This is an optimization exercise on Yosys and OpenROAD, whose aim is a short achievable clock period and few clock cycles, not a production implementation. Only simulation tests tie the RTL to the original design; equivalence was not proved.

==> inputs of v10 <==
==> flow/design.v <==
module control(
	input [7:0] opcode,
	output is_li,  
	output is_mov,  
	output is_ld,  
	output is_st,  
	output is_jmp,  
	output is_add,  
	output is_sub,  
	output is_and,  
	output is_or,  
	output is_halt,  
	output write_reg  
);
assign is_li = opcode == 8'h00;
assign is_mov = opcode == 8'h01;
assign is_ld = opcode == 8'h02;
assign is_st = opcode == 8'h03;
assign is_jmp = opcode == 8'h05;
assign is_add = opcode == 8'h09;
assign is_sub = opcode == 8'h0A;
assign is_and = opcode == 8'h0B;
assign is_or = opcode == 8'h0C;
assign is_halt = opcode == 8'hFF;
assign write_reg = is_li | is_mov | is_ld | is_add | is_sub | is_and | is_or;
endmodule
module memory(
	input clk,
	input [63:0] wsel,  
	input [31:0] wdata,  
	input [63:0] fsel,  
	output [31:0] fdata,  
	output fjmp,  
	output [5:0] fidx,  
	input [63:0] lsel,  
	output [31:0] ldata,  
	output [31:0] word0  
);
wire wjmp = wdata[31:24] == 8'h05;
wire [38:0] fterm [0:63];
wire [31:0] lterm [0:63];
wire [31:0] mword [0:63];
genvar i;
generate
	for (i = 0; i < 64; i = i + 1) begin : g_word
		reg [31:0] memoria;
		reg salto;
		reg [5:0] alvo;
		always @(posedge clk) begin
			if (wsel[i]) begin
				memoria <= wdata;
				salto <= wjmp;
				alvo <= wdata[7:2] + (i + 1);
			end
		end
		assign fterm[i] = {39{fsel[i]}} & {salto, alvo, memoria};
		assign lterm[i] = {32{lsel[i]}} & memoria;
		assign mword[i] = memoria;
	end
endgenerate
reg [38:0] facc;
reg [31:0] lacc;
integer k;
always @(*) begin
	facc = 39'd0;
	lacc = 32'd0;
	for (k = 0; k < 64; k = k + 1) begin
		facc = facc | fterm[k];
		lacc = lacc | lterm[k];
	end
end
assign fdata = facc[31:0];
assign fidx = facc[37:32];
assign fjmp = facc[38];
assign ldata = lacc;
assign word0 = mword[0];
endmodule
module registradores(
	input clk,
	input rst,
	input [15:0] sel1,  
	input [15:0] sel2,  
	input [15:0] wsel,  
	input [31:0] data_reg_write,  
	input enable_write,  
	output [31:0] reg_out1,
	output [31:0] reg_out2
);
reg [15:0] valido;
reg [31:0] acc1, acc2;
wire [31:0] registro [0:15];
always @(posedge clk or posedge rst) begin
	if (rst)
		valido <= 16'd0;
	else if (enable_write)
		valido <= valido | wsel;
end
genvar i;
generate
	for (i = 0; i < 16; i = i + 1) begin : g_reg
		reg [31:0] registrador;
		always @(posedge clk) begin
			if (enable_write & wsel[i])
				registrador <= data_reg_write;
		end
		assign registro[i] = registrador;
	end
endgenerate
wire [15:0] s1 = sel1 & valido;
wire [15:0] s2 = sel2 & valido;
integer k;
always @(*) begin
	acc1 = 32'd0;
	acc2 = 32'd0;
	for (k = 0; k < 16; k = k + 1) begin
		acc1 = acc1 | ({32{s1[k]}} & registro[k]);
		acc2 = acc2 | ({32{s2[k]}} & registro[k]);
	end
end
assign reg_out1 = acc1;
assign reg_out2 = acc2;
endmodule
module ula(
	input is_add,
	input is_sub,
	input is_and,
	input is_or,
	input [31:0] A,
	input [31:0] B,
	output [31:0] out
);
wire [31:0] soma = A + B;
wire [31:0] subt = A - B;
assign out = ({32{is_add}} & soma) | ({32{is_sub}} & subt) |
             ({32{is_and}} & (A & B)) | ({32{is_or}} & (A | B));
endmodule
module top(
	input clk,
	input rst,
	output wire [31:0] debug_pc,
	output wire [31:0] debug_inst,
	output wire [31:0] debug_alu_out,
	input prog_we,  
	input [5:0] prog_addr,  
	input [31:0] prog_data,  
	output wire retire,  
	output wire halted  
);
reg pw_v;
reg [5:0] pw_a;
reg [63:0] pw_sel;
reg [31:0] pw_d;
reg [1:0] pc_p;  
reg [63:0] pc_sel;  
reg [5:0] pc_w;  
reg fstop;  
reg [31:0] ir_d;
reg [31:0] pc_d;  
reg v_d;
reg [15:0] sa_d, sb_d;  
reg d_li, d_mov, d_ld, d_st, d_jmp, d_add, d_sub, d_and, d_or, d_halt, d_wr;
reg v_x;
reg [31:0] ir_x, pc_x, op_a, op_b;
reg [63:0] ls_x, ss_x;  
reg [15:0] wr_x;  
reg x_li, x_mov, x_ld, x_st, x_add, x_sub, x_and, x_or, x_halt, x_wr;
reg [31:0] o_pc, o_inst, o_alu;
reg o_ret, o_halt;
wire [31:0] fw, ld_data, word0;
wire f_jmp;
wire [5:0] f_idx;
wire wr_st = v_x & x_st;
wire wr_any = wr_st | pw_v;
wire [5:0] wr_a = wr_st ? op_a[7:2] : pw_a;
wire [63:0] wr_sel = ({64{wr_st}} & ss_x) | ({64{pw_v}} & pw_sel);
wire [31:0] wr_d = wr_st ? op_b : pw_d;
memory mem_inst(
	.clk(clk),
	.wsel(wr_sel),
	.wdata(wr_d),
	.fsel(pc_sel),
	.fdata(fw),
	.fjmp(f_jmp),
	.fidx(f_idx),
	.lsel(ls_x),
	.ldata(ld_data),
	.word0(word0)
);
wire f_valid = ~fstop;
wire f_hlt = fw[31:24] == 8'hFF;
wire [2:0] f_low = fw[1:0] + pc_p;
wire [63:0] f_tsel = 64'd1 << f_idx;
wire [63:0] f_jsel = f_low[2] ? {f_tsel[62:0], f_tsel[63]} : f_tsel;
wire [63:0] f_next_sel = f_jmp ? f_jsel : {pc_sel[62:0], pc_sel[63]};
wire [1:0] f_next_p = f_jmp ? f_low[1:0] : pc_p;
wire [5:0] f_next_w = f_jmp ? f_idx + f_low[2] : pc_w + 6'd1;
wire [10:0] f_flags, w0_flags;
control control_f(
	.opcode(fw[31:24]),
	.is_li(f_flags[0]), .is_mov(f_flags[1]), .is_ld(f_flags[2]), .is_st(f_flags[3]),
	.is_jmp(f_flags[4]), .is_add(f_flags[5]), .is_sub(f_flags[6]), .is_and(f_flags[7]),
	.is_or(f_flags[8]), .is_halt(f_flags[9]), .write_reg(f_flags[10])
);
control control_w0(
	.opcode(word0[31:24]),
	.is_li(w0_flags[0]), .is_mov(w0_flags[1]), .is_ld(w0_flags[2]), .is_st(w0_flags[3]),
	.is_jmp(w0_flags[4]), .is_add(w0_flags[5]), .is_sub(w0_flags[6]), .is_and(w0_flags[7]),
	.is_or(w0_flags[8]), .is_halt(w0_flags[9]), .write_reg(w0_flags[10])
);
wire [31:0] dw = rst ? word0 : fw;
wire [10:0] nf = rst ? w0_flags : f_flags;
wire [15:0] n_sa = rst ? (16'd1 << word0[23:20]) : (16'd1 << fw[23:20]);
wire [15:0] n_sb = rst ? (16'd1 << word0[19:16]) : (16'd1 << fw[19:16]);
wire w0_jmp = word0[31:24] == 8'h05;
wire w0_hlt = word0[31:24] == 8'hFF;
wire w0_stale = pw_v & (pw_a == 6'd0);
wire [7:0] pc1 = w0_jmp ? 8'd4 + word0[7:0] : 8'd4;
wire [7:0] pc_start = w0_stale ? 8'd0 : pc1;
wire hit_d = wr_any & v_d & (wr_a == pc_d[7:2]);
wire hit_f = wr_any & f_valid & (wr_a == pc_w);
wire [31:0] d_ext = {{16{ir_d[15]}}, ir_d[15:0]};
wire [31:0] pc_d_next = pc_d + 32'd4 + (d_jmp ? d_ext : 32'd0);
wire [31:0] rf_a, rf_b;
wire [31:0] x_res;
wire x_we = v_x & x_wr;
registradores reg_inst(
	.clk(clk),
	.rst(rst),
	.sel1(sa_d),
	.sel2(sb_d),
	.wsel(wr_x),
	.data_reg_write(x_res),
	.enable_write(x_we),
	.reg_out1(rf_a),
	.reg_out2(rf_b)
);
wire fwd_a = x_we & |(wr_x & sa_d);
wire fwd_b = x_we & |(wr_x & sb_d);
wire [31:0] d_a = fwd_a ? x_res : rf_a;
wire [31:0] d_b = fwd_b ? x_res : rf_b;
wire [31:0] alu_out;
ula ula_inst(
	.is_add(x_add), .is_sub(x_sub), .is_and(x_and), .is_or(x_or),
	.A(op_a), .B(op_b), .out(alu_out)
);
assign x_res = alu_out |
	({32{x_li}} & {{16{ir_x[15]}}, ir_x[15:0]}) |
	({32{x_mov}} & op_b) |
	({32{x_ld}} & ld_data);
always @(posedge clk) begin
	pw_v <= rst & prog_we;
	pw_a <= prog_addr;
	pw_sel <= 64'd1 << prog_addr;
	pw_d <= prog_data;
end
always @(posedge clk) begin
	if (rst) begin
		pc_p <= pc_start[1:0];
		pc_w <= pc_start[7:2];
		pc_sel <= 64'd1 << pc_start[7:2];
		fstop <= ~w0_stale & w0_hlt;
		pc_d <= 32'd0;
		v_d <= ~w0_stale;
	end else if (hit_d) begin
		pc_p <= pc_d[1:0];
		pc_w <= pc_d[7:2];
		pc_sel <= 64'd1 << pc_d[7:2];
		fstop <= 1'b0;
		v_d <= 1'b0;
	end else if (hit_f) begin
		v_d <= 1'b0;
		if (v_d) pc_d <= pc_d_next;
	end else begin
		if (f_valid & ~f_hlt) begin
			pc_p <= f_next_p;
			pc_w <= f_next_w;
			pc_sel <= f_next_sel;
		end
		if (f_valid & f_hlt) fstop <= 1'b1;
		if (v_d) pc_d <= pc_d_next;
		v_d <= f_valid;
	end
end
always @(posedge clk) begin
	if (rst | ~(hit_d | hit_f)) begin
		ir_d <= dw;
		sa_d <= n_sa;
		sb_d <= n_sb;
		{d_wr, d_halt, d_or, d_and, d_sub, d_add, d_jmp, d_st, d_ld, d_mov, d_li} <= nf;
	end
end
always @(posedge clk or posedge rst) begin
	if (rst)
		v_x <= 1'b0;
	else
		v_x <= v_d & ~hit_d;
end
always @(posedge clk) begin
	ir_x <= ir_d;
	pc_x <= pc_d;
	op_a <= d_a;
	op_b <= d_b;
	ls_x <= fwd_b ? (64'd1 << x_res[7:2]) : (64'd1 << rf_b[7:2]);
	ss_x <= fwd_a ? (64'd1 << x_res[7:2]) : (64'd1 << rf_a[7:2]);
	wr_x <= 16'd1 << ir_d[23:20];
	x_li <= d_li;
	x_mov <= d_mov;
	x_ld <= d_ld;
	x_st <= d_st;
	x_add <= d_add;
	x_sub <= d_sub;
	x_and <= d_and;
	x_or <= d_or;
	x_halt <= d_halt;
	x_wr <= d_wr;
end
always @(posedge clk) begin
	o_pc <= pc_x;
	o_inst <= ir_x;
	o_alu <= alu_out;
end
always @(posedge clk or posedge rst) begin
	if (rst) begin
		o_ret <= 1'b0;
		o_halt <= 1'b0;
	end else begin
		o_ret <= v_x & ~x_halt;
		o_halt <= o_halt | (v_x & x_halt);
	end
end
assign debug_pc = o_pc;
assign debug_inst = o_inst;
assign debug_alu_out = o_alu;
assign retire = o_ret;
assign halted = o_halt;
endmodule
==> flow/flow/run.sh <==
#!/bin/bash
set -euo pipefail
cd "$(dirname "$0")/.."
bash standard.sh SETUP_SLACK_MARGIN=9 cts > make_cts.log 2>&1
bash standard.sh finish > make_finish.log 2>&1
==> flow/standard.sh <==
#!/bin/bash
# synth_recipe.tcl (not shown) runs the flow's synth.tcl, then flattens the netlist and writes it again
# the make line also repeats each setting of config.mk as NAME=value (left out here)
make -C /OpenROAD-flow-scripts/flow DESIGN_CONFIG=/design/flow/config.mk WORK_HOME=/design/flow/orfs CLKGATE_MAP_FILE= SYNTH_SCRIPT=/design/flow/synth_recipe.tcl "${@:-finish}"
==> flow/config.mk <==
export PLATFORM = sky130hd
export DESIGN_NAME = top
export DESIGN_NICKNAME = top
export VERILOG_FILES = /design/flow/design.v
export SDC_FILE = /design/flow/constraint.sdc
export NUM_CORES = 4
export LEC_CHECK = 0
export ABC_CLOCK_PERIOD_IN_PS = 3500
export CAP_MARGIN = 20
export CELL_PAD_IN_SITES_DETAIL_PLACEMENT = 1
export CELL_PAD_IN_SITES_GLOBAL_PLACEMENT = 2
export CORE_MARGIN = 2
export CORE_UTILIZATION = 30
export PLACE_DENSITY = 0.45
export SETUP_SLACK_MARGIN = 5
export SLEW_MARGIN = 20
==> flow/constraint.sdc <==
create_clock -name core_clock -period 12.5 [get_ports {clk}]
set_input_delay 2.5000 -clock core_clock [delete_from_list [all_inputs] [get_ports {clk}]]
set_output_delay 2.5000 -clock core_clock [all_outputs]
set_load 0.01 [all_outputs]
==> v15 (differences from v10) <==
--- a/flow/design.v
+++ b/flow/design.v
@@ -154,3 +154,2 @@
 reg [63:0] pc_sel;  
-reg [5:0] pc_w;  
 reg fstop;  
@@ -195,3 +194,2 @@
 wire [1:0] f_next_p = f_jmp ? f_low[1:0] : pc_p;
-wire [5:0] f_next_w = f_jmp ? f_idx + f_low[2] : pc_w + 6'd1;
 wire [10:0] f_flags, w0_flags;
@@ -219,3 +217,3 @@
 wire hit_d = wr_any & v_d & (wr_a == pc_d[7:2]);
-wire hit_f = wr_any & f_valid & (wr_a == pc_w);
+wire hit_f = f_valid & |(wr_sel & pc_sel);
 wire [31:0] d_ext = {{16{ir_d[15]}}, ir_d[15:0]};
@@ -258,3 +256,2 @@
 		pc_p <= pc_start[1:0];
-		pc_w <= pc_start[7:2];
 		pc_sel <= 64'd1 << pc_start[7:2];
@@ -265,3 +262,2 @@
 		pc_p <= pc_d[1:0];
-		pc_w <= pc_d[7:2];
 		pc_sel <= 64'd1 << pc_d[7:2];
@@ -275,3 +271,2 @@
 			pc_p <= f_next_p;
-			pc_w <= f_next_w;
 			pc_sel <= f_next_sel;
==> flow/flow/run.sh (replaced) <==
#!/bin/bash
set -euo pipefail
cd "$(dirname "$0")/.."
bash standard.sh SETUP_SLACK_MARGIN=9 finish > make_finish.log 2>&1
Settings changed: CORE_UTILIZATION 30 to 36, PLACE_DENSITY 0.45 to 0.52.
==> flow_summary.json <==
{
  "status": "failed layout checks",
  "so.violations": "antenna rules",
  "track_usage_pct": 46.1,
  "syn_area_per_cell_um2": 14.5,
  "powerDensity_mw_per_mm2": 144,
  "design.seq.count": 3626,
  "syn_to_final_growth_pct": 30.0,
  "fmax_mhz": 223,
  "gp_congestion": 0.965,
  "fin_skew_ps": 118,
  "swShare_pct": 25.8,
  "placed_area_mm2": 0.164,
  "grt_pass1_vias": 126000,
  "initial_utilization_pct": 30.1,
  "yosysUniqueCellTypes": 95,
  "met2_usage_pct": 63.5,
  "dr_wl_met3_mm": 182,
  "antenna_left": 4,
  "wl_met1_mm": 435,
  "place_ws_ps": 6360
}
Source of the figures above: v10

==> flow_summary.json <==
{
  "wl_met1_mm": 397,
  "design.seq.count": 3620,
  "syn_to_final_growth_pct": 30.4,
  "place_ws_ps": 6390,
  "antenna_left": 6,
  "dr_wl_met3_mm": 206,
  "syn_area_per_cell_um2": 14.6,
  "yosysUniqueCellTypes": 89,
  "status": "failed layout checks",
  "so.violations": "antenna rules",
  "grt_pass1_vias": 127000,
  "fin_skew_ps": 116,
  "track_usage_pct": 54.1,
  "placed_area_mm2": 0.161,
  "met2_usage_pct": 69.8
}
Source of the figures above: v15

Testbench counts of v10, summed over its fixed seeds: cycles 135,323.
Testbench counts of v15, summed over its fixed seeds: cycles 135,323.

port drivers added, routing unchanged:
No port has a modelled driver above. Below, the same layouts with a new extraction and two added sets of constraints. Step 1: set_driving_cell puts a clkbuf_16 on clk and a buf_2 on each other input, an assumption about the parent block. Step 2 adds t to the input delays and takes it off the output delays; t is the mean of the earliest and latest rising clock arrival at the registers after step 1. Input paths then give back, and output paths get back, about the clock's delay inside the block. Slacks: ideal / step 1 / step 2; pairs: ideal / step 1.
| run | t (ns) | setup slack, ns | latest minus earliest clock arrival (ns) | worst slew at a driven data input, ns | cell pins on the clock port's net |
|---|---|---|---|---|---|
| v10 | 1.163 | 8.021 / 8.021 / 7.382 | 0.119 / 0.118 | 0.23 | 1 |
| v15 | 1.175 | 8.408 / 8.346 / 7.407 | 0.118 / 0.117 | 0.20 | 1 |
For v15, which loses most, drivers alone change the setup slack by -0.062 ns; drivers and shift together by -1.001 ns.
